From an optimization exercise on the open Yosys and OpenROAD flow, aimed at a short achievable clock period and few clock cycles; shortcuts taken in it are not production practice. Function was checked by simulation only, so behaviour that the tests miss may differ from the original. Power figures rest on the tool's default switching activity, not on a simulated workload.

<file path="design/flow/design.v">
module mips(input  logic       clk, reset,
            input  logic [7:0] memdata,
            output logic [7:0] adr,
            output logic       memread, memwrite,
            output logic [7:0] writedata);
  localparam logic [5:0] OP_R = 6'b000000, OP_LB = 6'b100000, OP_SB = 6'b101000,
                         OP_BEQ = 6'b000100, OP_J = 6'b000010;
  function automatic logic [63:0] oh64(input logic [5:0] a);
    oh64 = 64'd1 << a;
  endfunction
  function automatic logic [15:0] oh16(input logic [3:0] a);
    oh16 = 16'd1 << a;
  endfunction
  logic [7:0] adr_q, wd_q;
  logic       rd_q, wr_q, ld_q;       
  logic         rec_v;
  logic [7:0]   rec_a, rec_d;
  logic [255:0] rec_oh;               
  assign adr       = adr_q;
  assign memread   = rd_q;
  assign memwrite  = wr_q;
  assign writedata = wd_q;
  always_ff @(posedge clk) begin
    rec_v <= !reset && (rd_q || wr_q);
    rec_a <= adr_q;
    rec_d <= wr_q ? wd_q : memdata;
    rec_oh <= (!reset && (rd_q || wr_q)) ? (256'd1 << adr_q) : '0;
  end
  logic [7:0]   md [0:255];
  logic [255:0] mv;
  always_ff @(posedge clk)
    for (int i = 0; i < 256; i++)
      if (rec_oh[i]) md[i] <= rec_d;
  always_ff @(posedge clk)
    if (reset) mv <= '0;
    else       mv <= mv | rec_oh;
  logic [63:0]  rdy_c, rdy_q;
  logic [255:0] mvn;
  assign mvn = mv | rec_oh;
  always_comb
    for (int w = 0; w < 64; w++) begin
      logic [5:0] o;
      o = rec_oh[4*w+3] ? rec_d[7:2] : md[4*w+3][7:2];
      rdy_c[w] = mvn[4*w+3] & mvn[4*w] & (mvn[4*w+2] | (o == OP_J)) &
                 (mvn[4*w+1] | (o != OP_R));
    end
  always_ff @(posedge clk)
    if (reset) rdy_q <= '0;
    else       rdy_q <= rdy_c;
  logic [7:0] rf [1:7];
  function automatic logic [7:0] rfr(input logic [2:0] a);
    rfr = (a == 3'd0) ? 8'd0 : rf[a];
  endfunction
  logic [5:0]  pcw;                  
  logic [63:0] pch;                  
  logic [31:0] ir;                   
  logic        ir_v;
  logic [5:0]  ir_pc;                
  logic        e_v, e_r, e_lb, e_sb, e_beq;
  logic        e_add, e_sub, e_and, e_or, e_slt;
  logic [7:0]  e_a, e_b, e_imm;
  logic [15:0] e_lo;                 
  logic [3:0]  e_hi;                 
  logic [7:0]  e_la;                 
  logic [2:0]  e_wreg;               
  logic [2:0]  e_lrt;                
  logic [5:0]  e_bt, e_pc;
  logic        w_v;                  
  logic [7:0]  w_a;
  logic [15:0] w_hi;                 
  logic [2:0]  w_rt;
  logic [8:0]  cand [0:15];
  logic        w_fv;                 
  logic [7:0]  w_fd;
  logic        ms1, ms2;             
  logic        ms1_wb, ms2_wb;       
  logic [2:0]  ms1_rt, ms2_rt;
  logic        rp_q;                 
  logic [5:0]  rp_pc;
  logic       w_hit, w_miss;
  logic [7:0] w_d;
  always_comb begin
    logic [8:0] c2;
    c2 = '0;
    for (int g = 0; g < 16; g++) c2 = c2 | ({9{w_hi[g]}} & cand[g]);
    w_hit = w_fv || c2[8];
    w_d   = w_fv ? w_fd : c2[7:0];
  end
  assign w_miss = w_v && !w_hit;
  logic       e_ok;
  assign e_ok = e_v && !rp_q;
  logic [7:0] sum, dif, alu_o, st_a;
  assign sum   = e_a + e_b;
  assign dif   = e_a - e_b;
  assign alu_o = ({8{e_add}} & sum) | ({8{e_sub}} & dif) |
                 ({8{e_and}} & (e_a & e_b)) | ({8{e_or}} & (e_a | e_b)) |
                 {7'd0, e_slt & dif[7]};
  assign st_a  = e_a + e_imm;
  logic btaken, st_go, e_wen;
  assign btaken = e_ok && e_beq && (e_a == e_b);
  assign st_go  = e_ok && e_sb && !w_miss;
  assign e_wen  = e_ok && e_r && e_wreg != 3'd0;
  logic [5:0] d_op, d_fn;
  logic [2:0] d_rs, d_rt, d_rd;
  logic       d_r, d_lb, d_sb, d_beq, d_j;
  assign d_op  = ir[31:26];
  assign d_fn  = ir[5:0];
  assign d_rs  = ir[23:21];
  assign d_rt  = ir[18:16];
  assign d_rd  = ir[13:11];
  assign d_r   = d_op == OP_R;
  assign d_lb  = d_op == OP_LB;
  assign d_sb  = d_op == OP_SB;
  assign d_beq = d_op == OP_BEQ;
  assign d_j   = d_op == OP_J;
  logic d_urs, d_urt;
  assign d_urs = (d_r || d_lb || d_sb || d_beq) && d_rs != 3'd0;
  assign d_urt = (d_r || d_sb || d_beq) && d_rt != 3'd0;
  logic le;                           
  assign le = e_ok && e_lb;
  logic hz_le, hz_ms, hz_ers, hz_mem, dstall;
  assign hz_le  = le && e_lrt != 3'd0 &&
                  ((d_urs && d_rs == e_lrt) || (d_urt && d_rt == e_lrt));
  assign hz_ms  = ms1 && ms1_rt != 3'd0 &&
                  ((d_urs && d_rs == ms1_rt) || (d_urt && d_rt == ms1_rt));
  assign hz_ers = d_lb && d_urs &&
                  ((e_wen && e_wreg == d_rs) || (w_v && w_rt == d_rs) ||
                   (ms2 && ms2_rt == d_rs));
  assign hz_mem = (d_lb || d_sb) && (ms1 || ms2);
  assign dstall = ir_v && (hz_le || hz_ms || hz_ers || hz_mem);
  logic       fa_e, fb_e;
  logic [7:0] d_a, d_b, d_a0, d_b0;
  always_comb begin
    fa_e = e_wen && e_wreg == d_rs;
    fb_e = e_wen && e_wreg == d_rt;
    if (w_v && w_rt != 3'd0 && w_rt == d_rs)          d_a0 = w_d;
    else if (ms2 && ms2_wb && ms2_rt != 3'd0 && ms2_rt == d_rs) d_a0 = rec_d;
    else                                              d_a0 = rfr(d_rs);
    if (w_v && w_rt != 3'd0 && w_rt == d_rt)          d_b0 = w_d;
    else if (ms2 && ms2_wb && ms2_rt != 3'd0 && ms2_rt == d_rt) d_b0 = rec_d;
    else                                              d_b0 = rfr(d_rt);
    d_a = fa_e ? alu_o : d_a0;
    d_b = fb_e ? alu_o : d_b0;
  end
  logic d_go, jredir;
  assign d_go   = ir_v && !dstall && !btaken && !rp_q;
  assign jredir = d_go && d_j;
  logic [7:0] d_la;
  assign d_la = rfr(d_rs) + ir[7:0];
  always_ff @(posedge clk) begin
    if (reset) e_v <= 1'b0;
    else       e_v <= d_go && !d_j;
    e_r   <= d_r;
    e_lb  <= d_lb;
    e_sb  <= d_sb;
    e_beq <= d_beq;
    e_add <= d_r && d_fn == 6'b100000;
    e_sub <= d_r && d_fn == 6'b100010;
    e_and <= d_r && d_fn == 6'b100100;
    e_or  <= d_r && d_fn == 6'b100101;
    e_slt <= d_r && d_fn == 6'b101010;
    e_a   <= d_a;
    e_b   <= d_b;
    e_imm <= ir[7:0];
    e_la  <= d_la;
    e_lo  <= oh16(d_la[3:0]);
    e_hi  <= d_la[7:4];
    e_wreg <= d_r ? d_rd : 3'd0;
    e_lrt <= d_rt;
    e_bt  <= ir_pc + 6'd1 + ir[5:0];
    e_pc  <= ir_pc;
  end
  logic [63:0] uj_q;
  logic [5:0]  ut_q [0:63];
  always_ff @(posedge clk)
    for (int w = 0; w < 64; w++) begin
      logic [5:0] o;
      o = md[4*w+3][7:2];
      uj_q[w] <= !reset && rdy_q[w] &&
                 (o == OP_J || (o == OP_BEQ && md[4*w+2][7:5] == md[4*w+2][2:0]));
      ut_q[w] <= (o == OP_J) ? md[4*w][5:0] : 6'(w + 1) + md[4*w][5:0];
    end
  logic [31:0] fword;
  logic        frdy;                 
  logic        la2_j, lat_j;         
  logic [5:0]  la2_t, lat_t;
  logic [63:0] latp1, lath, bth, jth, rph;
  logic        la_j;                 
  logic [5:0]  la_t;
  logic        r_hold, r_adv, r_skip, r_bt, r_j, r_rp;
  assign latp1 = oh64(la_t + 6'd1);
  assign lath  = oh64(la_t);
  assign bth   = oh64(e_bt);
  assign jth   = oh64(ir[5:0]);
  assign rph   = oh64(rp_pc);
  always_comb begin
    fword = '0;
    la2_j = 1'b0; la2_t = '0;
    lat_j = 1'b0; lat_t = '0;
    r_hold = 1'b0; r_adv = 1'b0; r_skip = 1'b0; r_bt = 1'b0; r_j = 1'b0; r_rp = 1'b0;
    for (int w = 0; w < 64; w++) begin
      fword = fword | ({32{pch[w]}} & {md[4*w+3], md[4*w+2], md[4*w+1], md[4*w]});
      la2_j = la2_j | (pch[(w + 62) % 64] & uj_q[w]);
      la2_t = la2_t | ({6{pch[(w + 62) % 64]}} & ut_q[w]);
      lat_j = lat_j | (latp1[w] & uj_q[w]);
      lat_t = lat_t | ({6{latp1[w]}} & ut_q[w]);
      r_hold = r_hold | (pch[w] & rdy_q[w]);
      r_adv  = r_adv  | (pch[(w + 63) % 64] & rdy_q[w]);
      r_skip = r_skip | (lath[w] & rdy_q[w]);
      r_bt   = r_bt   | (bth[w] & rdy_q[w]);
      r_j    = r_j    | (jth[w] & rdy_q[w]);
      r_rp   = r_rp   | (rph[w] & rdy_q[w]);
    end
  end
  logic ir_ld, skip;
  assign ir_ld = frdy && !(ir_v && dstall);
  assign skip  = la_j;
  always_ff @(posedge clk) begin
    if (reset) begin
      pcw <= 6'd0;
      pch <= 64'd1;
      la_j <= 1'b0;
      frdy <= 1'b0;
    end else if (rp_q) begin
      pcw <= rp_pc;
      pch <= rph;
      la_j <= 1'b0;
      frdy <= r_rp;
    end else if (btaken) begin
      pcw <= e_bt;
      pch <= bth;
      la_j <= 1'b0;
      frdy <= r_bt;
    end else if (jredir) begin
      pcw <= ir[5:0];
      pch <= jth;
      la_j <= 1'b0;
      frdy <= r_j;
    end else if (ir_ld && skip) begin
      pcw <= la_t;
      pch <= lath;
      la_j <= lat_j; la_t <= lat_t;
      frdy <= r_skip;
    end else if (ir_ld) begin
      pcw <= pcw + 6'd1;
      pch <= {pch[62:0], pch[63]};
      la_j <= la2_j; la_t <= la2_t;
      frdy <= r_adv;
    end else
      frdy <= r_hold;
    if (reset || rp_q || btaken || jredir) ir_v <= 1'b0;
    else if (!(ir_v && dstall))            ir_v <= frdy;
    if (ir_ld) begin
      ir    <= fword;
      ir_pc <= pcw;
    end
  end
  always_ff @(posedge clk) begin
    if (reset) w_v <= 1'b0;
    else       w_v <= le && !w_miss;
    w_a  <= e_la;
    w_hi <= oh16(e_hi);
    w_rt <= e_lrt;
    for (int g = 0; g < 16; g++) begin
      logic [8:0] c;
      c = '0;
      for (int l = 0; l < 16; l++)
        c = c | ({9{e_lo[l]}} & {mv[16*g+l], md[16*g+l]});
      cand[g] <= c;
    end
    if (wr_q && adr_q == e_la) begin
      w_fv <= 1'b1; w_fd <= wd_q;
    end else begin
      w_fv <= rec_v && rec_a == e_la; w_fd <= rec_d;
    end
  end
  logic d_fw;
  assign d_fw = w_rt != 3'd0 &&
                ((d_urs && d_rs == w_rt && !fa_e) || (d_urt && d_rt == w_rt && !fb_e));
  always_ff @(posedge clk) begin
    if (reset) begin
      ms1 <= 1'b0; ms2 <= 1'b0; rp_q <= 1'b0;
    end else begin
      ms1  <= w_miss;
      ms2  <= ms1;
      rp_q <= w_miss && ((e_ok && (e_lb || e_sb)) || (d_go && !d_j && d_fw));
    end
    rp_pc <= (e_ok && (e_lb || e_sb)) ? e_pc : ir_pc;
    ms1_rt <= w_rt;
    ms1_wb <= !(e_wen && e_wreg == w_rt);
    ms2_rt <= ms1_rt;
    ms2_wb <= ms1_wb && !(e_wen && e_wreg == ms1_rt);
  end
  always_ff @(posedge clk)
    for (int r = 1; r < 8; r++)
      if (e_wen && e_wreg == 3'(r))
        rf[r] <= alu_o;
      else if (w_v && w_hit && w_rt == 3'(r))
        rf[r] <= w_d;
      else if (ms2 && ms2_wb && ms2_rt == 3'(r))
        rf[r] <= rec_d;
  logic [5:0]  pf_w, pf_w1;          
  logic [1:0]  pf_ph;                
  logic [5:0]  pf_op;
  logic [63:0] iss;                  
  logic        pf_isq;               
  logic        pf_rq;                
  logic fiss;
  always_comb begin
    fiss = 1'b0;
    for (int w = 0; w < 64; w++) fiss = fiss | (pch[w] & iss[w]);
  end
  logic [5:0] op_now;
  assign op_now = (rec_v && rec_a == {pf_w, 2'd3}) ? rec_d[7:2] : pf_op;
  logic [7:0] pf_adr;
  logic [1:0] pf_nph;
  logic       pf_next, pf_done;      
  always_comb begin
    pf_nph  = pf_ph;
    pf_adr  = {pf_w, 2'd3};
    pf_next = 1'b0;
    pf_done = 1'b0;
    if (pf_rq) begin
      pf_adr = {pcw, 2'd3}; pf_nph = 2'd1;
    end else case (pf_ph)
      2'd0: begin pf_adr = {pf_w, 2'd3}; pf_nph = 2'd1; end
      2'd1: begin pf_adr = {pf_w, 2'd0}; pf_nph = 2'd2; end
      2'd2: if (pf_isq || op_now == OP_J) begin
              pf_adr = {pf_w1, 2'd3}; pf_nph = 2'd1; pf_next = 1'b1; pf_done = 1'b1;
            end else begin
              pf_adr = {pf_w, 2'd2}; pf_nph = 2'd3;
            end
      default: if (op_now != OP_R) begin
              pf_adr = {pf_w1, 2'd3}; pf_nph = 2'd1; pf_next = 1'b1; pf_done = 1'b1;
            end else begin
              pf_adr = {pf_w, 2'd1}; pf_nph = 2'd0; pf_next = 1'b1; pf_done = 1'b1;
            end
    endcase
  end
  logic pf_issue;
  assign pf_issue = !st_go && !w_miss;
  logic [5:0] pcw1;
  assign pcw1 = pcw + 6'd1;
  always_ff @(posedge clk) begin
    wd_q <= e_b;
    if (reset) begin
      adr_q <= 8'd3; rd_q <= 1'b1; wr_q <= 1'b0; ld_q <= 1'b0;
    end else if (st_go) begin
      adr_q <= st_a; rd_q <= 1'b0; wr_q <= 1'b1; ld_q <= 1'b0;
    end else if (w_miss) begin
      adr_q <= w_a; rd_q <= 1'b1; wr_q <= 1'b0; ld_q <= 1'b1;
    end else begin
      adr_q <= pf_adr; rd_q <= 1'b1; wr_q <= 1'b0; ld_q <= 1'b0;
    end
    if (reset) begin
      pf_w <= 6'd0; pf_w1 <= 6'd1; pf_ph <= 2'd1;
    end else if (pf_issue) begin
      pf_ph <= pf_nph;
      if (pf_rq) begin
        pf_w <= pcw; pf_w1 <= pcw1;
      end else if (pf_next) begin
        pf_w <= pf_w1; pf_w1 <= pf_w1 + 6'd1;
      end
    end
    if (rec_v && rec_a == {pf_w, 2'd3}) pf_op <= rec_d[7:2];
    pf_isq <= iss[pf_w];
    pf_rq  <= !reset && !frdy && !fiss && pf_w != pcw && !rp_q && !btaken && !jredir &&
              !(pf_rq && pf_issue);
    if (reset) iss <= '0;
    else if (pf_issue && pf_done && !pf_rq && !pf_isq) iss[pf_w] <= 1'b1;
  end
endmodule
</file>
<file path="design/flow/run.sh">
#!/bin/bash
# synth_recipe.tcl (not shown) runs the flow's synth.tcl, then flattens the netlist and writes it again
# the make line also repeats each setting of config.mk as NAME=value (left out here)
make -C /OpenROAD-flow-scripts/flow DESIGN_CONFIG=/design/flow/config.mk WORK_HOME=/design/flow/orfs CLKGATE_MAP_FILE= SYNTH_SCRIPT=/design/flow/synth_recipe.tcl finish
</file>
<file path="design/flow/config.mk">
export PLATFORM = sky130hd
export DESIGN_NAME = mips
export DESIGN_NICKNAME = mips
export VERILOG_FILES = /design/flow/design.v
export SDC_FILE = /design/flow/constraint.sdc
export NUM_CORES = 4
export LEC_CHECK = 0
export ABC_CLOCK_PERIOD_IN_PS = 2400
export CAP_MARGIN = 20
export CORE_MARGIN = 2
export CORE_UTILIZATION = 40
export SETUP_SLACK_MARGIN = 2.9
export SLEW_MARGIN = 20
</file>
<file path="design/flow/constraint.sdc">
create_clock -name core_clock -period 5.5 [get_ports {clk}]
set_input_delay 1.1000 -clock core_clock [delete_from_list [all_inputs] [get_ports {clk}]]
set_output_delay 1.1000 -clock core_clock [all_outputs]
set_load 0.01 [all_outputs]
</file>
==> run notes, run 1 <==
* Synth unique cells at between 90 and 100
* FF+latch count, synth at about 3.6k
* Post-Place Worst Slack at between 400 and 500 ps
* Total grt overflow at between 3k and 4k
* Error: [ERROR GRT-0116] Global routing finished with congestion. Check the congestion regions in the DRC Viewer.
* Input/output buffers at 27
* Clk sinks at between 3k and 4k
* Syn nets at between 10k and 15k
* Number of global-route vias before repair at approximately 170k
* Number of synthesized flops with an enable pin at approximately 2.1k
* Final HPWL DP at roughly 1,100,000 um
* # H-tree levels at 5
* Cell taking the most area after synthesis: edfxtp_1
* Synth warn at 13
* Top post-synthesis cells by area: edfxtp_1 (42%), dfxtp_1 (20%), a221oi_1 (6.4%)
* GR Util All Layers at 84.2%
* Ys async rst share at 0%
* Die Y at between 600 and 700 um
* Std-Cell Rows at 226
* CTS root buf: clkbuf_16
* Cts-stage hold buffer count at 0
* Mapped Area at approximately 150,000 um^2
* Top cell type's share of synthesized area at 42.1%
* CTS max path bufs at 4
* Stop stage: global routing (5_1_grt)
* First-pass GRT wire length at roughly 2,200,000 um
* Top_reg_cell synth: edfxtp_1
* Post-synthesis sequential area ratio at 61.7%
* Die width at slightly above 600 um
* Syn Area/Cell at 12.2 um^2
* I/O pin total at 28
* RePlAce Congestion at around 1.3
* Initial core utilization at about 40%
* Largest net degree at the start of global routing at approximately 140
* Cells after Synth at 12.5k
* CTS buffer count at 392
* Status: aborted with a tool error
==> timing repair <==
action / in CTS
cloned: 56
endpoints found under the setup margin: 1206
gates resized for setup: 1501
pin swaps: 341
buffers inserted: 574
endpoints found under the hold margin: 0
==> stage by stage <==
stage          area [um^2]  power [mW]  cells  hold WS (ps)  util (%)
4_1_cts             191000        61.9  18866           367      50.3
3_3_place_gp        163000        34.0  17493           359      43.1
3_5_place_dp        164000        34.0  17498           368      43.1
2_1_floorplan       153000        31.7  12509           329         -
==> worst max path at each step <==
stage	slack, ps	start	endpoint
after floorplan	1250	rec_d[1]	md[0][1]
after global placement	480	la_t[2]	la_j
after detailed placement	420	la_t[2]	la_j
after CTS	2100	la_t[1]	la_j
==> metal layers <==
layer / GRT usage [%] / GRT overflow
met1: 85.4 / 53
met5: 55.0 / 10
met4: 77.9 / 981
met3: 76.6 / 73
met2: 94.5 / 1949
==> power by group through the flow <==
stage / Sequential [mW] / Clock, mW / Combinational [mW]
floorplan: 30.0 / 0 / 1.67
global placement: 30.3 / 0 / 3.69
detailed placement: 30.3 / 0 / 3.71
CTS: 29.6 / 28.0 / 4.28
==> Yosys cell counts, types with 100 or more instances <==
cell type	number
xor2_1	189
dfxtp_1	1492
nor2_1	1218
nand3_1	187
nand2_1	476
mux2i_1	101
edfxtp_1	2139
inv_1	202
buf_1	112
nand4_1	347
or4_1	100
ha_1	110
a22o_1	1106
o21ai_0	203
a221oi_1	1113
a21oi_1	434
nor3_1	253
clkbuf_1	754
a22oi_1	351
xnor2_1	368
==> cells by family after synthesis <==
kind of cell / Yosys count / share of synthesized area (%)
buffers and inverters: 1104 / 2.76
AND/OR/NAND/NOR: 3089 / 9.88
XOR/XNOR: 557 / 3.20
AO/OA/AOI/OAI: 3798 / 19.8
flip-flops: 3631 / 61.7
multiplexers: 215 / 1.73
adder cells (fa/ha/maj): 115 / 0.968
Testbench counts, summed over its fixed seeds: cycles 64,361.
==> run 2: changes to the inputs <==
--- a/design/flow/design.v
+++ b/design/flow/design.v
@@ -72,4 +72,5 @@
   logic [8:0]  cand [0:15];
   logic        w_fv;                 
+  logic        w_vh;                 
   logic [7:0]  w_fd;
   logic        ms1, ms2;             
@@ -84,5 +85,5 @@
     c2 = '0;
     for (int g = 0; g < 16; g++) c2 = c2 | ({9{w_hi[g]}} & cand[g]);
-    w_hit = w_fv || c2[8];
+    w_hit = w_fv || w_vh;
     w_d   = w_fv ? w_fd : c2[7:0];
   end
@@ -145,5 +146,5 @@
   logic d_go, jredir;
   assign d_go   = ir_v && !dstall && !btaken && !rp_q;
-  assign jredir = d_go && d_j;
+  assign jredir = ir_v && d_j && !btaken && !rp_q;
   logic [7:0] d_la;
   assign d_la = rfr(d_rs) + ir[7:0];
@@ -213,7 +214,12 @@
     end
   end
-  logic ir_ld, skip;
-  assign ir_ld = frdy && !(ir_v && dstall);
-  assign skip  = la_j;
+  logic        sk_v;
+  logic [31:0] sk;
+  logic [5:0]  sk_pc;
+  logic f_push, skip, pop, flush;
+  assign f_push = frdy && !sk_v;
+  assign skip   = la_j;
+  assign pop    = d_go;
+  assign flush  = rp_q || btaken || jredir;
   always_ff @(posedge clk) begin
     if (reset) begin
@@ -237,10 +243,10 @@
       la_j <= 1'b0;
       frdy <= r_j;
-    end else if (ir_ld && skip) begin
+    end else if (f_push && skip) begin
       pcw <= la_t;
       pch <= lath;
       la_j <= lat_j; la_t <= lat_t;
       frdy <= r_skip;
-    end else if (ir_ld) begin
+    end else if (f_push) begin
       pcw <= pcw + 6'd1;
       pch <= {pch[62:0], pch[63]};
@@ -249,9 +255,19 @@
     end else
       frdy <= r_hold;
-    if (reset || rp_q || btaken || jredir) ir_v <= 1'b0;
-    else if (!(ir_v && dstall))            ir_v <= frdy;
-    if (ir_ld) begin
-      ir    <= fword;
-      ir_pc <= pcw;
+    if (reset || flush) begin
+      ir_v <= 1'b0;
+      sk_v <= 1'b0;
+    end else if (pop || !ir_v) begin
+      ir_v <= sk_v || f_push;
+      sk_v <= 1'b0;
+    end else if (f_push)
+      sk_v <= 1'b1;
+    if (pop || !ir_v) begin
+      ir    <= sk_v ? sk : fword;
+      ir_pc <= sk_v ? sk_pc : pcw;
+    end
+    if (!sk_v) begin
+      sk    <= fword;
+      sk_pc <= pcw;
     end
   end
@@ -261,4 +277,14 @@
     w_a  <= e_la;
     w_hi <= oh16(e_hi);
+    begin
+      logic [15:0] hh;
+      logic        vh;
+      hh = oh16(e_hi);
+      vh = 1'b0;
+      for (int g = 0; g < 16; g++)
+        for (int l = 0; l < 16; l++)
+          vh = vh | (hh[g] & e_lo[l] & mv[16*g+l]);
+      w_vh <= vh;
+    end
     w_rt <= e_lrt;
     for (int g = 0; g < 16; g++) begin
==> design/flow/config.mk (replaced) <==
export PLATFORM = sky130hd
export DESIGN_NAME = mips
export DESIGN_NICKNAME = mips
export VERILOG_FILES = /design/flow/design.v
export SDC_FILE = /design/flow/constraint.sdc
export NUM_CORES = 4
export LEC_CHECK = 0
export ABC_CLOCK_PERIOD_IN_PS = 2400
export CAP_MARGIN = 40
export CELL_PAD_IN_SITES_DETAIL_PLACEMENT = 1
export CELL_PAD_IN_SITES_GLOBAL_PLACEMENT = 2
export CORE_MARGIN = 2
export CORE_UTILIZATION = 20
export PLACE_DENSITY = 0.4
export SETUP_SLACK_MARGIN = 2.0
export SLEW_MARGIN = 40
==> run 2 against run 1 <==
  * The run now finishes clean
  * Area after synthesis up 0.48%
  * Synthesized cell count up 1.4%
==> run notes, run 2 <==
* Initial core utilization at around a fifth
* Drt via density at 6.49
* First-pass GRT wire length at 2,270,000 um
* Top-count cell post-synth: edfxtp_1
* Placed inst area at between 150,000 and 200,000 um^2
* Critical path peak fanout at 25
* Antenna violations before repair at between 600 and 700
* GR Util All Layers at 48.2%
* Final Hold Viols at 0
* Clk sinks at about 3.6k
* Clock Skew at between 90 and 100 ps
* Most frequent cells in the layout: edfxtp_1 (2,139), buf_4 (1,327), dfxtp_1 (1,262)
* Slew Limit Fails at 0
* Largest regs: md x2048, ut_q x384
* Number of synthesized flops with an enable pin at approximately 2.1k
* Die Y at between 800 and 900 um
* Input/output buffers at 27
* Post-synthesis xor/xnor area fraction at 3.17%
* Top_reg_cell synth: edfxtp_1
* Top post-synthesis cells by area: edfxtp_1 (42%), dfxtp_1 (20%), a221oi_1 (5.0%)
* PnR worst setup slack at between 1500 and 2000 ps
* I/O pin total at 28
* Max-Cap Viols at 0
* Ys async rst share at 0%
* Clk slew on worst S/H paths at approximately 60 ps
* Syn Area/Cell at approximately 12 um^2
* Tcrit/Tclk final at between 70% and 80%
* # H-tree levels at 5
* CP delay by family, top: buffers and inverters
* DIE AREA at 773,000 um^2
* FF+latch count, synth at 3,646
* Initial DRC count at 31.7k
* Final Cell Area at 200,000 um^2
* Nets at around 14k
* Syn nets at 12.8k
* Largest family of logic cells by synthesized area: compound AO/OA/AOI/OAI gates
* WP data arrival at around 4700 ps
* Area Overhead vs Synth at 30.5%
* Drt pass-1 iters at 9
* DRC viols at 0
* Status: complete, no violations
* Mux share of post-synthesis cell area at 1.76%
* Mapped Area at ~150,000 um^2
* F_max at roughly 260 MHz
* Slew margin rel. at 18.0%
* Synth warn at 13
* Minimum clock period at about 3900 ps
* Critical Path RT at roughly 6300 ps
* Cells after Synth at approximately 13k
* Synth Area in Simple Gates at approximately 10%
* Critical Path Start Type: flop
* Number of global-route vias before repair at approximately 140k
* ANT nets after route at 0
* Routed len/inst at 76.9 um
* Peak VDD IR at 313 uV
* Worst Tran Pin Value at ~1200 ps
* Share of layout cells above drive strength 1 at 22.7%
* Most frequent CP cell: buf_6
* Total grt overflow at 0
* CTS max path bufs at 4
* Crit Path Category: flop to flop
* CTS buffer count at 458
* Top cells by count, synth: edfxtp_1 (2,139), dfxtp_1 (1,507), nor2_1 (1,135), a221oi_1 (875), a22o_1 (844)
* Setup crit end kind: flop
* CTS tree: yes
* Vias post-DR at roughly 160k
* Critical path's largest stage delay at 640 ps
* Top cell type's share of synthesized area at 41.9%
* Core area at 764,000 um^2
* Slowest cell on the critical path: a22oi_2
* Cell taking the most area after synthesis: edfxtp_1
* CTS root buf: clkbuf_16
* Die width at approximately 880 um
* Most common cell after layout, fill and taps aside: edfxtp_1
* Fillers at roughly 83k
* Worst hold-check path type: flop to flop
* Later-pin clock latency in the skew report at between 1000 and 1500 ps
* Register with the most flip-flops: md
* Leakage at 67.3 nW
* Setup violators final at 0
* Drt total wl at around 1,900,000 um
* Synth unique cells at between 90 and 100
* Max reg flops at a little over 2k
* Post-Place Worst Slack at 535 ps
* CP Cell Sequence: buf_12, a22oi_2, nand3_2, nor4_2, buf_4, buf_6, nand4_1, nor3_2, buf_4, buf_6, buf_6, a21oi_1
* Synth Area in Adders at less than 1%
* WP buf/inv at 6
* Unrepaired setup endpoints after global routing: yes
* Largest net degree at the start of global routing at 102
* Std-Cell Rows at between 300 and 400
* RePlAce Congestion at about 1.1
* Synth Area in Compound Gates at 19.5%
* Post-synthesis sequential area ratio at about three fifths
* Power density over the cells at 441 nW/um^2
* Final HPWL DP at between 1,500,000 and 2,000,000 um
[run 2: cell type report]
type / instances / area [um^2] / share of cell area (%)
sequential: 3646 / 94900 / 47.5
multi-input combinational: 7908 / 57100 / 28.5
timing repair buffer: 1732 / 16500 / 8.27
antenna: 750 / 1880 / 0.938
tap: 10174 / 12700 / 6.36
clock inverter: 238 / 2820 / 1.41
clock buffer: 632 / 13200 / 6.61
inverter: 220 / 830 / 0.415
[run 2: report_power, final]
part	internal, mW	total, mW	switching [mW]	leakage (nW)
logic	5.23	21.1	15.8	27.7
registers	30.0	33.6	3.53	31.8
clock network	19.2	33.5	14.3	7.89
[run 2: what timing repair did]
action	CTS	global route
gates cloned	1	1
hold buffers	0	0
buffers inserted	79	9
gates resized for setup	224	76
pin swaps	46	28
setup endpoints to repair	203	48
[run 2: worst paths after layout]
kind	startpoint	to	slack, ps	cells after the start
setup / recovery	pch[54]	ir[28]	1620	12
hold / removal	e_b[2]	wd_q[2]	370	0
setup reg to reg	pch[54]	ir[28]	1620	12
hold reg to reg	e_b[2]	wd_q[2]	370	0
[run 2: through the flow]
stage / instances / hold WS [ps] / power [mW] / util, % / setup TNS [ps]
2_1_floorplan: 12684 / 329 / 38.3 / - / 0
3_3_place_gp: 23347 / 359 / 52.8 / 22.9 / -3470
6_report: 25300 / 370 / 88.2 / 26.2 / 0
4_1_cts: 24504 / 307 / 86.3 / 25.8 / 0
5_1_grt: 24805 / 381 / 88.1 / 26.0 / 0
3_5_place_dp: 23554 / 368 / 53.2 / 23.5 / 0
[run 2: routing by layer]
metal / routed length (um) / global-route usage, % / vias to the layer above
li1: - / - / 53984
met1: 732000 / 56.6 / 89153
met2: 779000 / 66.9 / 16266
met3: 220000 / 19.4 / 4598
met4: 211000 / 43.7 / 138
met5: 1940 / 0.541 / -
[run 2: cell families (layout without fill, tap and decap cells)]
logic type | count (synthesis) | count (layout)
buf+inv | 1130 | 2822
xor+xnor | 554 | 554
fa+ha+maj | 115 | 115
simple gates | 3175 | 3175
compound gates | 3850 | 3850
mux | 214 | 214
other cells | 0 | 750
flops | 3646 | 3646
Testbench counts of run 2, summed over its fixed seeds: cycles 64,364.

static timing again, ports no longer ideal:
The flow's constraints put no driver on any port. The routed layout listed below was extracted and timed again, unchanged, in two steps. Step 1: set_driving_cell puts a clkbuf_16 on clk and a buf_2 on each other input, an assumption about the parent block. Step 2 also shifts input and output timing later by t, the mid clock arrival at the registers, as if the neighbouring blocks saw the same clock. Three values: ideal, step 1, step 2; two values: the first two.
run: run 2
shift t [ns]: 1.284
setup slack, ns: 1.624 / 1.624 / 1.527
hold slack, ns: 0.370 / 0.277 / 0.370
worst setup path at the end: input to register
worst slew at a driven data input, ns: 0.06
After both steps run 2 still meets setup and hold. For run 2, drivers alone change the setup slack by 0.000 ns; drivers and shift together by -0.097 ns.
